This is an optimization exercise on Yosys and OpenROAD, whose aim is small area and a short achievable clock period, not a production implementation. The RTL was checked by simulation tests, not by an equivalence proof against the original design. Power is estimated from default activity; no workload was simulated.

===== flow/config.mk =====
export PLATFORM = sky130hd
export DESIGN_NAME = RV32I
export DESIGN_NICKNAME = RV32I
export VERILOG_FILES = /design/flow/design.v
export SDC_FILE = /design/flow/constraint.sdc
export NUM_CORES = 4
export LEC_CHECK = 0
export CAP_MARGIN = 20
export CORE_MARGIN = 2
export CORE_UTILIZATION = 40
export PLACE_DENSITY = 0.6
export SETUP_SLACK_MARGIN = 0.6
export SLEW_MARGIN = 20

===== flow/constraint.sdc =====
create_clock -name core_clock -period 12.0 [get_ports {clk}]
set_input_delay 2.4000 -clock core_clock [delete_from_list [all_inputs] [get_ports {clk}]]
set_output_delay 2.4000 -clock core_clock [all_outputs]
set_load 0.01 [all_outputs]

===== flow/design.v =====
`timescale 1ns / 1ps
module ALU(A,B,flag_ex,ans_ex,op_dec
    );
input [31:0] A,B;
input [3:0] op_dec;
output [2:0] flag_ex;
output [31:0] ans_ex;
wire [31:0] ans_temp1,ans_temp2,ans_temp3,ans_temp4,ans_temp5,ans_temp6,ans_temp7,ans_temp8,ans_temp9;
wire [2:0] flag_ex1,flag_ex2,flag_ex3,flag_ex4,flag_ex5,flag_ex6,flag_ex7,flag_ex8,flag_ex9;
wire carry_add_temp;
wire carry_sub_temp;
wire previous_carry_add;
wire previous_carry_sub;
assign {previous_carry_add,ans_temp1[30:0]} =( A[30:0] + B[30:0]);
assign {carry_add_temp,ans_temp1[31]} = (A[31] + B[31] + previous_carry_add);
assign flag_ex1[2] =   previous_carry_add ^ carry_add_temp;
assign flag_ex1[0] =  (flag_ex1[2]&carry_add_temp) + ((~flag_ex1[2])&ans_temp1[31]);
assign flag_ex1[1] =  (ans_temp1 == 32'b0000_0000_0000_0000_0000_0000_0000_0000) ? 1'b1 : 1'b0;
wire [31 : 0] comp_B = (~B) + 1'b1;
assign {previous_carry_sub,ans_temp2[30:0]} =( A[30:0] + comp_B[30:0]);
assign {carry_sub_temp,ans_temp2[31]} = (A[31] + comp_B[31] + previous_carry_sub);
assign flag_ex2[2] = previous_carry_sub ^ carry_sub_temp;
assign flag_ex2[1] =  (ans_temp2 == 32'b0000_0000_0000_0000_0000_0000_0000_0000) ? 1'b1 : 1'b0;
assign flag_ex2[0] =  (flag_ex2[2]&carry_sub_temp) + ((~flag_ex2[2])&ans_temp2[31]);
assign ans_temp3 = (flag_ex2[2]==1'b1)?(32'b0000_0000_0000_0000_0000_0000_0000_0001):(32'b0000_0000_0000_0000_0000_0000_0000_0000);
assign flag_ex3[2] = 1'b0;
assign flag_ex3[1] =  (ans_temp3 == 32'b0000_0000_0000_0000_0000_0000_0000_0000) ? 1'b1 : 1'b0;
assign flag_ex3[0] =  1'b0;
assign ans_temp4 = A & B;
assign flag_ex4[0] = 1'b0;
assign flag_ex4[2] = 1'b0;
assign flag_ex4[1] = (ans_temp4 == 32'b0000_0000_0000_0000_0000_0000_0000_0000) ? 1'b1 : 1'b0;
assign ans_temp5 = A | B;
assign flag_ex5[0] = 1'b0;
assign flag_ex5[2] = 1'b0;
assign flag_ex5[1] = (ans_temp5 == 32'b0000_0000_0000_0000_0000_0000_0000_0000) ? 1'b1 : 1'b0;
assign ans_temp6 = A ^ B;
assign flag_ex6[0] = 1'b0;
assign flag_ex6[2] = 1'b0;
assign flag_ex6[1] = (ans_temp6 == 32'b0000_0000_0000_0000_0000_0000_0000_0000) ? 1'b1 : 1'b0;
assign ans_temp7 = A<<B;
assign flag_ex7[0] = 1'b0;
assign flag_ex7[2] = 1'b0;
assign flag_ex7[1] = (ans_temp7 == 32'b0000_0000_0000_0000_0000_0000_0000_0000) ? 1'b1 : 1'b0;
assign ans_temp8 = A>>B;
assign flag_ex8[0] = 1'b0;
assign flag_ex8[2] = 1'b0;
assign flag_ex8[1] = (ans_temp8 == 32'b0000_0000_0000_0000_0000_0000_0000_0000) ? 1'b1 : 1'b0;
assign ans_temp9 = $signed(A)>>>B;
assign flag_ex9[0] = 1'b0;
assign flag_ex9[2] = 1'b0;
assign flag_ex9[1] = (ans_temp9 == 32'b0000_0000_0000_0000_0000_0000_0000_0000) ? 1'b1 : 1'b0;
assign ans_ex = ((op_dec==4'b0000) ? ans_temp1 : (((op_dec==4'b0001) ? ans_temp2 : (((op_dec==4'b0010) ? ans_temp3 : (((op_dec==4'b0011) ? ans_temp4 : (((op_dec==4'b0100) ? ans_temp5 : (((op_dec==4'b0101) ? ans_temp6 : (((op_dec==4'b0110) ? ans_temp7 : (((op_dec==4'b0111) ? ans_temp8 :  ans_temp9)))))))))))))));
assign flag_ex = ((op_dec==4'b0000) ? flag_ex1 : (((op_dec==4'b0001) ? flag_ex2 : (((op_dec==4'b0010) ? flag_ex3 : (((op_dec==4'b0011) ? flag_ex4 : (((op_dec==4'b0100) ? flag_ex5 : (((op_dec==4'b0101) ? flag_ex6 : (((op_dec==4'b0110) ? flag_ex7 : (((op_dec==4'b0111) ? flag_ex8 :  flag_ex9)))))))))))))));
endmodule
`timescale 1ns / 1ps
module Controlunit(ins,op_dec,imm,immsel,enloadsize,enbranch,seldmresult,selrw,dm_en,dm_rw
    );
input [31:0] ins;
output [3:0] op_dec;
output [11:0] imm;
output immsel;
output [1:0] enloadsize;
output [1:0] enbranch;
output seldmresult;
output selrw;
output dm_en;
output dm_rw;  
assign op_dec = (({ins[31:25],ins[14:12],ins[6:0]} == 17'b00000000000110011) || ({ins[14:12],ins[6:0]} == 10'b0000010011) || (ins[6:0] == 7'b0000011) || (ins[6:0] == 7'b0100011)) ? 4'b0000 : ((({ins[31:25],ins[14:12],ins[6:0]} == 17'b01000000000110011) || ({ins[14:12],ins[6:0]} == 10'b0110010011) || ({ins[14:12],ins[6:0]} == 10'b0001100011) || ({ins[14:12],ins[6:0]} == 10'b0011100011) ) ? 4'b0001 : ((({ins[14:12],ins[6:0]} == 10'b0010110011) || ({ins[14:12],ins[6:0]} == 10'b0010010011)) ? 4'b0110 : ((({ins[31:25],ins[14:12],ins[6:0]} == 17'b00000001010110011) || ({ins[31:25],ins[14:12],ins[6:0]} == 17'b00000001010010011)) ? 4'b0111 : ((({ins[31:25],ins[14:12],ins[6:0]} == 17'b01000001010110011) || ({ins[31:25],ins[14:12],ins[6:0]} == 17'b01000001010010011)) ? 4'b1000 : ((({ins[14:12],ins[6:0]} == 10'b1100110011) || ({ins[14:12],ins[6:0]} == 10'b1100010011)) ? 4'b0011 : ( (({ins[14:12],ins[6:0]} == 10'b1110110011) || ({ins[14:12],ins[6:0]} == 10'b1110010011)) ? 4'b0100 : ((({ins[14:12],ins[6:0]} == 10'b1000110011) || ({ins[14:12],ins[6:0]} == 10'b1000010011)) ? 4'b0101 : 4'b0010 ) ) ) ) ) ) ) ;
assign imm = ((ins[6:0] == 7'b0000011) || (ins[6:0] == 7'b0010011)) ? ins[31:20] : ((ins[6:0] == 7'b0100011) ? ({ins[31:25],ins[11:7]}) : ((ins[6:0] == 7'b1100011) ? ({ins[31],ins[7],ins[30:25],ins[11:8]}) : 12'b000000000000) );
assign immsel = ((ins[6:0] == 7'b0000011) || (ins[6:0] == 7'b0010011) || (ins[6:0] == 7'b0100011) || (ins[6:0] == 7'b1100011)) ? 1'b1 : 1'b0 ;
assign enloadsize = (ins[6:0] == 7'b0100011) ? ins[13:12] : 2'b11 ;
assign enbranch = (ins[6:0] == 7'b1100011) ? {1'b1,ins[12]} : 2'b00 ;
assign seldmresult = (ins[6:0] == 7'b0000011) ? 1'b1 : 1'b0 ;
assign selrw = (ins[6:0] == 7'b0100011) ? 1'b1 : 1'b0 ;
assign dm_en = ((ins[6:0] == 7'b0000011) || (ins[6:0] == 7'b0100011)) ? 1'b1 : 1'b0 ;
assign dm_rw = (ins[6:0] == 7'b0100011) ? 1'b1 : 1'b0 ;
endmodule
`timescale 1ns / 1ps
module Decode_Block(writedata_wb,rw_wb,reset,clk,ins,op_dec,imm,immsel,enloadsize,enbranch,seldmresult,dm_en,dm_rw,pc_in,pc_out,A,B,rw
    );
input [31:0] writedata_wb;
input [4:0] rw_wb;
input reset,clk;
input [31:0] ins,pc_in;
output reg [31:0] pc_out;
output reg [31:0] A,B;
output reg [3:0] op_dec;
output reg [11:0] imm;
output reg immsel;
output reg [1:0] enloadsize;
output reg [1:0] enbranch;
output reg seldmresult;
output reg dm_en;
output reg dm_rw;  
output reg [4:0] rw;
wire selrw;
wire [4:0] rw_temp;
assign rw_temp = (selrw == 1'b1) ? ins[24:20] : ins[11:7] ;
wire [3:0] op_dec_temp;
wire [11:0] imm_temp;
wire immsel_temp;
wire [1:0] enloadsize_temp;
wire [1:0] enbranch_temp;
wire seldmresult_temp;
wire selrw_temp;
wire dm_en_temp;
wire dm_rw_temp;  
Controlunit inst1(ins,op_dec_temp,imm_temp,immsel_temp,enloadsize_temp,enbranch_temp,seldmresult_temp,selrw,dm_en_temp,dm_rw_temp);
reg [31:0] Reg_Bank[0 : 31];
integer k;
wire [31:0] temp , temp1;
assign temp = (reset == 0) ? 32'b0000_0000_0000_0000_0000_0000_0000_0000 : Reg_Bank[ins[19 : 15]];
assign temp1 = (reset == 0) ? 32'b0000_0000_0000_0000_0000_0000_0000_0000 : Reg_Bank[ins[24 : 20]];
always@(posedge clk)
begin
		A <= temp;
		B <= temp1;
		if (reset == 1'b0)
			for (k = 0; k < 32; k = k + 1)
				Reg_Bank[k] <= k;
		else
			Reg_Bank[rw_wb] <= writedata_wb;
		rw <= rw_temp;
		op_dec <= op_dec_temp;
		imm <= imm_temp;
		immsel <= immsel_temp;
		enloadsize <= enloadsize_temp;
		enbranch <= enbranch_temp;
		seldmresult <= seldmresult_temp;
		dm_en <= dm_en_temp;
		dm_rw <= dm_rw_temp;  
		pc_out <= pc_in;
end
endmodule
`timescale 1ns / 1ps
module ExecutionBlock(op_dec,A,B,imm,reset,clk,flag_ex,ans_ex,B_Bypass,pcsrc,immsel,enloadsize,enbranch,bjumppc,pc,seldmresult_in,dm_en_in,dm_rw_in,rw_in,seldmresult_out,dm_en_out,dm_rw_out,rw_out
    );
input [31:0] A,B;
input [3:0] op_dec;
input [11:0] imm;
input reset,clk;
output reg [2:0] flag_ex;
output reg [31:0] ans_ex;
output reg [31:0] B_Bypass;
output pcsrc;
input immsel;
input [1:0] enloadsize;
input [1:0] enbranch;
output [31:0] bjumppc;
input [31:0] pc;
output reg seldmresult_out;
output reg dm_en_out;
output reg dm_rw_out;  
output reg [4:0] rw_out;
input seldmresult_in,dm_en_in,dm_rw_in;
input [4:0] rw_in;
wire [2:0] flag_ex_temp;
wire [31:0] ans_ex_temp;
wire [31:0] ALUBin;
assign ALUBin = (immsel == 1'b1) ? {{20{imm[11]}},imm} : B ;
ALU inst1(A,ALUBin,flag_ex_temp,ans_ex_temp,op_dec);
wire [31:0] B_Bypass_temp;
assign B_Bypass_temp = (enloadsize[1] == 1'b1) ? B :((enloadsize[0] == 1'b1)? {16'b0000000000000000,B[15:0]} : {24'b000000000000000000000000,B[7:0]});
assign pcsrc = enbranch[1]&(enbranch[0]^flag_ex_temp[1]);
assign bjumppc = pc + {imm,1'b0}; 
wire [31:0] B_Bypass_tempr;
wire [2:0] flag_ex_tempr;
wire [31:0] ans_ex_tempr;
assign B_Bypass_tempr = (reset == 1'b0)? 32'b0000_0000_0000_0000_0000_0000_0000_0000 : B_Bypass_temp ;
assign ans_ex_tempr = (reset == 1'b0) ? 32'b0000_0000_0000_0000_0000_0000_0000_0000 : ans_ex_temp;
assign flag_ex_tempr = (reset == 1'b0) ? 3'b000 : flag_ex_temp;
always@(posedge clk)
begin
	ans_ex <= ans_ex_tempr;
	flag_ex <= flag_ex_tempr;
   B_Bypass <= B_Bypass_tempr;	  
	seldmresult_out <= seldmresult_in;
	dm_en_out <= dm_en_in;
	dm_rw_out <= dm_rw_in;  
	rw_out <= rw_in;
end
endmodule
`timescale 1ns / 1ps
module PC_and_IM_Block(bjumppc,pcsrc,reset,clk,ins,current_address_out,imem_addr,imem_rdata
    );
input [31:0] bjumppc;
input pcsrc,clk,reset;
output reg [31:0] ins;
output reg [31:0] current_address_out;
output [31:0] imem_addr;
input [31:0] imem_rdata;
wire [31:0] ins_temp,ins_tempr;
wire [31:0] current_address_temp,current_address,increment_temp,increment_temp_r;
reg [31:0] next_address;
assign current_address =(pcsrc==1'b0)?next_address:bjumppc;
assign increment_temp=current_address+1'b1;
assign imem_addr = current_address_temp;
assign ins_temp = imem_rdata;
assign increment_temp_r = (reset == 1'b0) ? 8'b0000_0000 : increment_temp;
assign current_address_temp = (reset == 1'b0) ? 8'b0000_0000 : current_address;
assign ins_tempr = (reset == 1'b0) ? 32'b0000_0000_0000_0000_0000_0000_0000_0000 : ins_temp;
always@(posedge clk)
begin
   next_address<=increment_temp_r;
	ins <= ins_tempr;
	current_address_out <= 	current_address_temp;
end
endmodule
`timescale 1ns / 1ps
module Data_Memory_Block(ans_ex,B_Bypass,seldmresult,dm_en,dm_rw,rw_in,rw_out,writedata,clk,dmem_en,dmem_we,dmem_addr,dmem_wdata,dmem_rdata
    );
input clk;
input [31:0] ans_ex,B_Bypass;
input seldmresult,dm_en,dm_rw;
output reg [4:0] rw_out;
input [4:0] rw_in;
output reg [31:0] writedata;
output dmem_en,dmem_we;
output [31:0] dmem_addr,dmem_wdata;
input [31:0] dmem_rdata;
wire [31:0] writedata_temp;
wire [31:0] dmout;
assign writedata_temp = (seldmresult == 1'b1) ? dmout : ans_ex ;
assign dmem_en = dm_en;
assign dmem_we = dm_rw;
assign dmem_addr = ans_ex;
assign dmem_wdata = B_Bypass;
assign dmout = dmem_rdata;
always@(posedge clk)
begin
	rw_out <= rw_in;
	writedata <= writedata_temp; 
end
endmodule
`timescale 1ns / 1ps
module Writeback(writedata_in,writedata_out,rw_out,rw_in,clk,reset
    );
input [31:0] writedata_in;
output reg [31:0] writedata_out;
output reg [4:0] rw_out;
input [4:0] rw_in;
input clk,reset;
wire [31:0] writedata_out_temp;
assign writedata_out_temp = (reset == 0) ? 32'b0000_0000_0000_0000_0000_0000_0000_0000 : writedata_in;
always@(posedge clk)
begin
	rw_out <= rw_in;
	writedata_out <= writedata_out_temp; 
end
endmodule
`timescale 1ns / 1ps
module RV32I(clk,reset,imem_addr,imem_rdata,dmem_en,dmem_we,dmem_addr,dmem_wdata,dmem_rdata,wb_rd,wb_data
    );
input clk,reset;
output [7:0] imem_addr;
input [31:0] imem_rdata;
output dmem_en,dmem_we;
output [8:0] dmem_addr;
output [31:0] dmem_wdata;
input [31:0] dmem_rdata;
output [4:0] wb_rd;
output [31:0] wb_data;
wire [31:0] imem_addr_full,dmem_addr_full;
wire [31:0] bjumppc;
wire pcsrc;
wire [31:0] ins;
wire [31:0] pc_in;
wire [31:0] pc_out;
wire [31:0] A,B;
wire [3:0] op_dec;
wire [11:0] imm;
wire immsel;
wire [1:0] enloadsize;
wire [1:0] enbranch;
wire seldmresult;
wire dm_en;
wire dm_rw;  
wire [4:0] rw;
wire [2:0] flag_ex;
wire [31:0] ans_ex;
wire [31:0] B_Bypass;
wire seldmresult_ex;
wire dm_en_ex;
wire dm_rw_ex;  
wire [4:0] rw_ex;
wire [4:0] rw_dm;
wire [4:0] rw_wb;
wire [31:0] writedata;
wire [31:0] writedata_wb;
PC_and_IM_Block inst1(bjumppc,pcsrc,reset,clk,ins,pc_in,imem_addr_full,imem_rdata);
Decode_Block inst2(writedata_wb,rw_wb,reset,clk,ins,op_dec,imm,immsel,enloadsize,enbranch,seldmresult,dm_en,dm_rw,pc_in,pc_out,A,B,rw);
ExecutionBlock inst3(op_dec,A,B,imm,reset,clk,flag_ex,ans_ex,B_Bypass,pcsrc,immsel,enloadsize,enbranch,bjumppc,pc_out,seldmresult,dm_en,dm_rw,rw,seldmresult_ex,dm_en_ex,dm_rw_ex,rw_ex);
Data_Memory_Block inst4(ans_ex,B_Bypass,seldmresult_ex,dm_en_ex,dm_rw_ex,rw_ex,rw_dm,writedata,clk,dmem_en,dmem_we,dmem_addr_full,dmem_wdata,dmem_rdata);
Writeback inst5(writedata,writedata_wb,rw_wb,rw_dm,clk,reset);
assign imem_addr = imem_addr_full[7:0];
assign dmem_addr = dmem_addr_full[8:0];
assign wb_rd = rw_wb;
assign wb_data = writedata_wb;
endmodule

===== flow/run.sh =====
#!/bin/bash
# synth_recipe.tcl (not shown) runs the flow's synth.tcl, then flattens the netlist and writes it again
# the make line also repeats each setting of config.mk as NAME=value (left out here)
make -C /OpenROAD-flow-scripts/flow DESIGN_CONFIG=/design/flow/config.mk WORK_HOME=/design/flow/orfs CLKGATE_MAP_FILE= SYNTH_SCRIPT=/design/flow/synth_recipe.tcl finish

==> summary.txt <==
RUN STATUS
------------------------------------------------------------------------
Outcome ...................................................  timing/DRC/antenna clean

CRITICAL PATH
------------------------------------------------------------------------
Top fanout value on the critical path .....................           46
Worst setup slack for register-to-register paths ..........      3.59 ns
Class of the most critical setup path .....................   reg -> out
Endpoint class of the critical path ....................... primary output
Data arrival time of the critical path ....................      8.66 ns
Critical path required time ...............................      9.60 ns
Startpoint types ..........................................     register

SYNTHESIS
------------------------------------------------------------------------
Area of the mapped netlist ................................ 75,200 sq um
Cell types with the largest area share after synthesis .... sky130_fd_sc_hd__edfxtp_1, sky130_fd_sc_hd__mux4_2, sky130_fd_sc_hd__and2_1, sky130_fd_sc_hd__dfxtp_1, sky130_fd_sc_hd__clkbuf_1
Cell with the most instances after synthesis .............. sky130_fd_sc_hd__and2_1
Ys Warns ..................................................            5
Seq/Total Area, Yosys .....................................        0.487
Count of cell types in the netlist ........................           89
Predominant post-synthesis flop cell ...................... sky130_fd_sc_hd__edfxtp_1
Post-synth top cells ...................................... sky130_fd_sc_hd__and2_1, sky130_fd_sc_hd__edfxtp_1, sky130_fd_sc_hd__mux4_2
EDFF count, synth .........................................        1,024
Synth area leader ......................................... sky130_fd_sc_hd__edfxtp_1
Area share of the largest cell type after synthesis .......        0.409
Total of flip-flops plus latches after synthesis ..........        1,319
Fraction of registers with async set/reset ................            0
Post-Syn Area per Cell ....................................   12.9 sq um
Number of nets in the synthesized netlist .................        5,980
Number of instances in the synthesized netlist ............        5,808

ROUTING
------------------------------------------------------------------------
ANT nets after route ......................................            0
Via Count .................................................       53,500
Iteration count of the initial detailed-routing pass ......            6
Wire per inst .............................................      35.4 um
DRC violation count after routing .........................            0
Vias per Instance .........................................         6.38
Iteration-0 DRC count of the detailed router ..............        7,433
Detailed-route wire length ................................   297,000 um

PLACED DESIGN
------------------------------------------------------------------------
Number of instances in the placed design ..................        8,085
Number of I/O port buffers ................................          153
DP HPWL ...................................................   195,000 um
Final Wtd Congestion ......................................        0.999

TIMING
------------------------------------------------------------------------
Final clock skew ..........................................    0.0609 ns
Final-report hold violation count .........................            0
Worst Tran Pin Value ......................................      1.21 ns
Max transition margin .....................................        0.194
Max Clk Rate ..............................................   0.0904 GHz
Fin Hold WS ...............................................     0.322 ns
Final cycle utilization of the critical path ..............        0.922
Setup-violating endpoint count in the final report ........            0
Post-layout minimum cycle time ............................     11.06 ns
Unrepaired setup endpoints after global routing ...........        false
Final Max Slew Viols ......................................            0
Fin Setup TNS .............................................         0 ns

CLOCKING
------------------------------------------------------------------------
Number of clock sinks seen by CTS .........................        1,319
Hold buffers post-CTS .....................................            0
Clock latency on the worst-skew pair ......................      0.84 ns
Inserted Clock Buffers ....................................          150
CTS tree ..................................................          yes
Number of levels in the clock H-tree ......................            4
Root Buffer Master ........................................ sky130_fd_sc_hd__clkbuf_16
Reg clk slew, reported paths ..............................      0.06 ns
Number of buffers between clock root and the deepest sink .            3

DIE
------------------------------------------------------------------------
Horizontal extent of the die ..............................       438 um
Area of the placeable core ................................ 187,000 sq um
Number of placed I/O pins .................................          154
Starting utilization of the core area .....................        0.402
Die Footprint ............................................. 191,000 sq um
Die Height ................................................       438 um
Standard-cell rows ........................................          159

GLOBAL ROUTING
------------------------------------------------------------------------
Antenna violations before repair ..........................           19
First-pass GRT wire length ................................   413,000 um
Via count of the first global-routing pass ................       52,700
Pin count of the biggest net entering global routing ......          126
Final global-route overflow total .........................            0
Global routing usage summed across all routing layers .....        0.306

FINAL LAYOUT
------------------------------------------------------------------------
Final standard cell utilization of the core ...............        0.454
Synthesis-to-finish area growth ...........................        13.1%
Layout net count ..........................................        5,921
Finished Layout Cells .....................................        8,380
Proportion of layout cells with a drive suffix above 1 ....        0.221

JOB
------------------------------------------------------------------------
Maximum Capacitance Violations ............................            0

POWER
------------------------------------------------------------------------
Worst voltage drop across the vdd grid ....................       125 uV
Power Total ...............................................      12.2 mW
Cell Pwr Density ..........................................  143 nW/um^2
Total leakage power .......................................      29.7 nW

HOLD PATH
------------------------------------------------------------------------
Worst hold-check path type ................................   reg -> reg

## kinds of logic (layout without fill, tap and decap cells)
kind of cell | Yosys count | count (layout) | share of synthesized area
buffers and inverters | 654 | 721 | 0.0341
DFF | 1319 | 1319 | 0.487
xor gates and xnor gates | 74 | 74 | 0.00862
adders and majority gates | 107 | 107 | 0.0182
muxes | 893 | 893 | 0.235
AOI/OAI and AO/OA | 786 | 786 | 0.0699
other | 0 | 10 | 0
and+or+nand+nor | 1975 | 1975 | 0.146
## worst paths after layout
check	from	to	cells past startpoint
max	inst2.immsel$_DFF_P_	imem_addr[1]	21
min	inst1.current_address_out[3]$_DFF_P_	inst2.pc_out[3]$_DFF_P_	0
max reg2reg	inst2.immsel$_DFF_P_	inst1.next_address[6]$_SDFF_PN0_	32
min reg2reg	inst1.current_address_out[3]$_DFF_P_	inst2.pc_out[3]$_DFF_P_	0
## repair_timing
action | CTS | global route
cloned | 0 | 1
setup endpoints to repair | 8 | 8
endpoints found under the hold margin | 0 | 0
resized for setup | 16 | 19
setup buffers | 2 | 4
pin swaps | 1 | 4
## flip-flops by register name (all words and copies together) (netlist names), 2 cells and up
name and count:
inst2.Reg_Bank 1024, inst1.ins 32, inst2.A 32, inst2.B 32, inst3.B_Bypass 32, inst3.ans_ex 32, inst4.writedata 32, inst5.writedata_out 32
inst2.imm 12, inst1.current_address_out 8, inst1.next_address 8, inst2.pc_out 8, inst2.rw 5, inst3.rw_out 5, inst4.rw_out 5, inst5.rw_out 5
inst2.op_dec 4, inst2.enbranch 2, inst2.enloadsize 2
## per-layer routing
metal,vias to the layer above,routed length [um],track usage
li1,22100,-,-
met1,27400,112000,0.397
met2,3244,141000,0.496
met3,732,26700,0.0571
met4,4,16600,0.147
met5,-,23,0
## cells in the final DEF, fill, tap and decap left out, types with 149 or more instances in the layout
master / count
sky130_fd_sc_hd__a21oi_1: 177
sky130_fd_sc_hd__and2_1: 1039
sky130_fd_sc_hd__buf_4: 182
sky130_fd_sc_hd__clkbuf_16: 154
sky130_fd_sc_hd__clkdlybuf4s50_1: 150
sky130_fd_sc_hd__dfxtp_1: 275
sky130_fd_sc_hd__edfxtp_1: 1024
sky130_fd_sc_hd__mux2i_1: 149
sky130_fd_sc_hd__mux4_2: 693
sky130_fd_sc_hd__nand2_1: 217
sky130_fd_sc_hd__nor2_1: 252
sky130_fd_sc_hd__o21ai_0: 162
## critical path, stage by stage, from the launching register on
cell	delay [ns]
sky130_fd_sc_hd__dfxtp_4	0.49
sky130_fd_sc_hd__buf_4	0.17
sky130_fd_sc_hd__mux2i_4	0.26
sky130_fd_sc_hd__buf_4	0.65
sky130_fd_sc_hd__inv_2	0.07
sky130_fd_sc_hd__ha_1	0.32
sky130_fd_sc_hd__inv_1	0.12
sky130_fd_sc_hd__fa_1	0.22
sky130_fd_sc_hd__nor2b_1	0.08
sky130_fd_sc_hd__o31ai_1	0.66
sky130_fd_sc_hd__a21oi_1	0.25
sky130_fd_sc_hd__o21ai_0	0.64
sky130_fd_sc_hd__xnor2_1	0.16
sky130_fd_sc_hd__a2111oi_1	1.01
sky130_fd_sc_hd__o2111ai_1	0.31
sky130_fd_sc_hd__and4b_1	0.38
sky130_fd_sc_hd__and3_1	0.29
sky130_fd_sc_hd__nor2_1	0.17
sky130_fd_sc_hd__o2111ai_2	0.54
sky130_fd_sc_hd__nand3_1	0.23
sky130_fd_sc_hd__a21oi_2	0.23
sky130_fd_sc_hd__clkdlybuf4s50_1	0.56
## stage by stage
step | setup slack [ns] | cell area, sq um
global route | 0.630 | 85000
floorplan | 2.36 | 75200
global placement | 0.621 | 79800
detailed placement | 0.481 | 79800
finish | 0.942 | 85000
CTS | 0.607 | 84800
## layout make-up
class | instances | area [sq um]
Fill cell | 16600 | 102000
Multi-Input combinational cell | 3835 | 36800
Sequential cell | 1319 | 36700
Clock buffer | 200 | 4120
Tap cell | 2495 | 3120
Timing Repair Buffer | 343 | 3060
Clock inverter | 78 | 827
Inverter | 100 | 378
Antenna cell | 10 | 25.0
## power breakdown
part / internal [mW] / total (mW) / switching [mW]
clock network: 2.63 / 4.64 / 2.01
registers: 5.08 / 5.25 / 0.173
logic: 0.820 / 2.27 / 1.45
total: 8.53 / 12.2 / 3.63

## what the ideal ports hide
No port has a modelled driver above. Below, the same layout with a new extraction and two added sets of constraints.
Step 1: set_driving_cell puts a clkbuf_16 on clk and a buf_2 on each other input, an assumption about the parent block.
Step 2 adds t to the input delays and takes it off the output delays; t is the mean of the earliest and latest rising clock arrival at the registers after step 1. Input paths then give back, and output paths get back, about the clock's delay inside the block.
Three values: ideal, step 1, step 2; two values: the first two.
t (ns): 0.893
setup slack, ns: 0.942 / 0.857 / 1.750
worst setup path at the end: register to output
worst register clock-pin slew, ns: 0.07 / 0.07
pins driven straight from the clock port: 1
After both steps setup and hold are still met in this run. For this run, drivers alone change the setup slack by -0.085 ns; drivers and shift together by +0.808 ns.
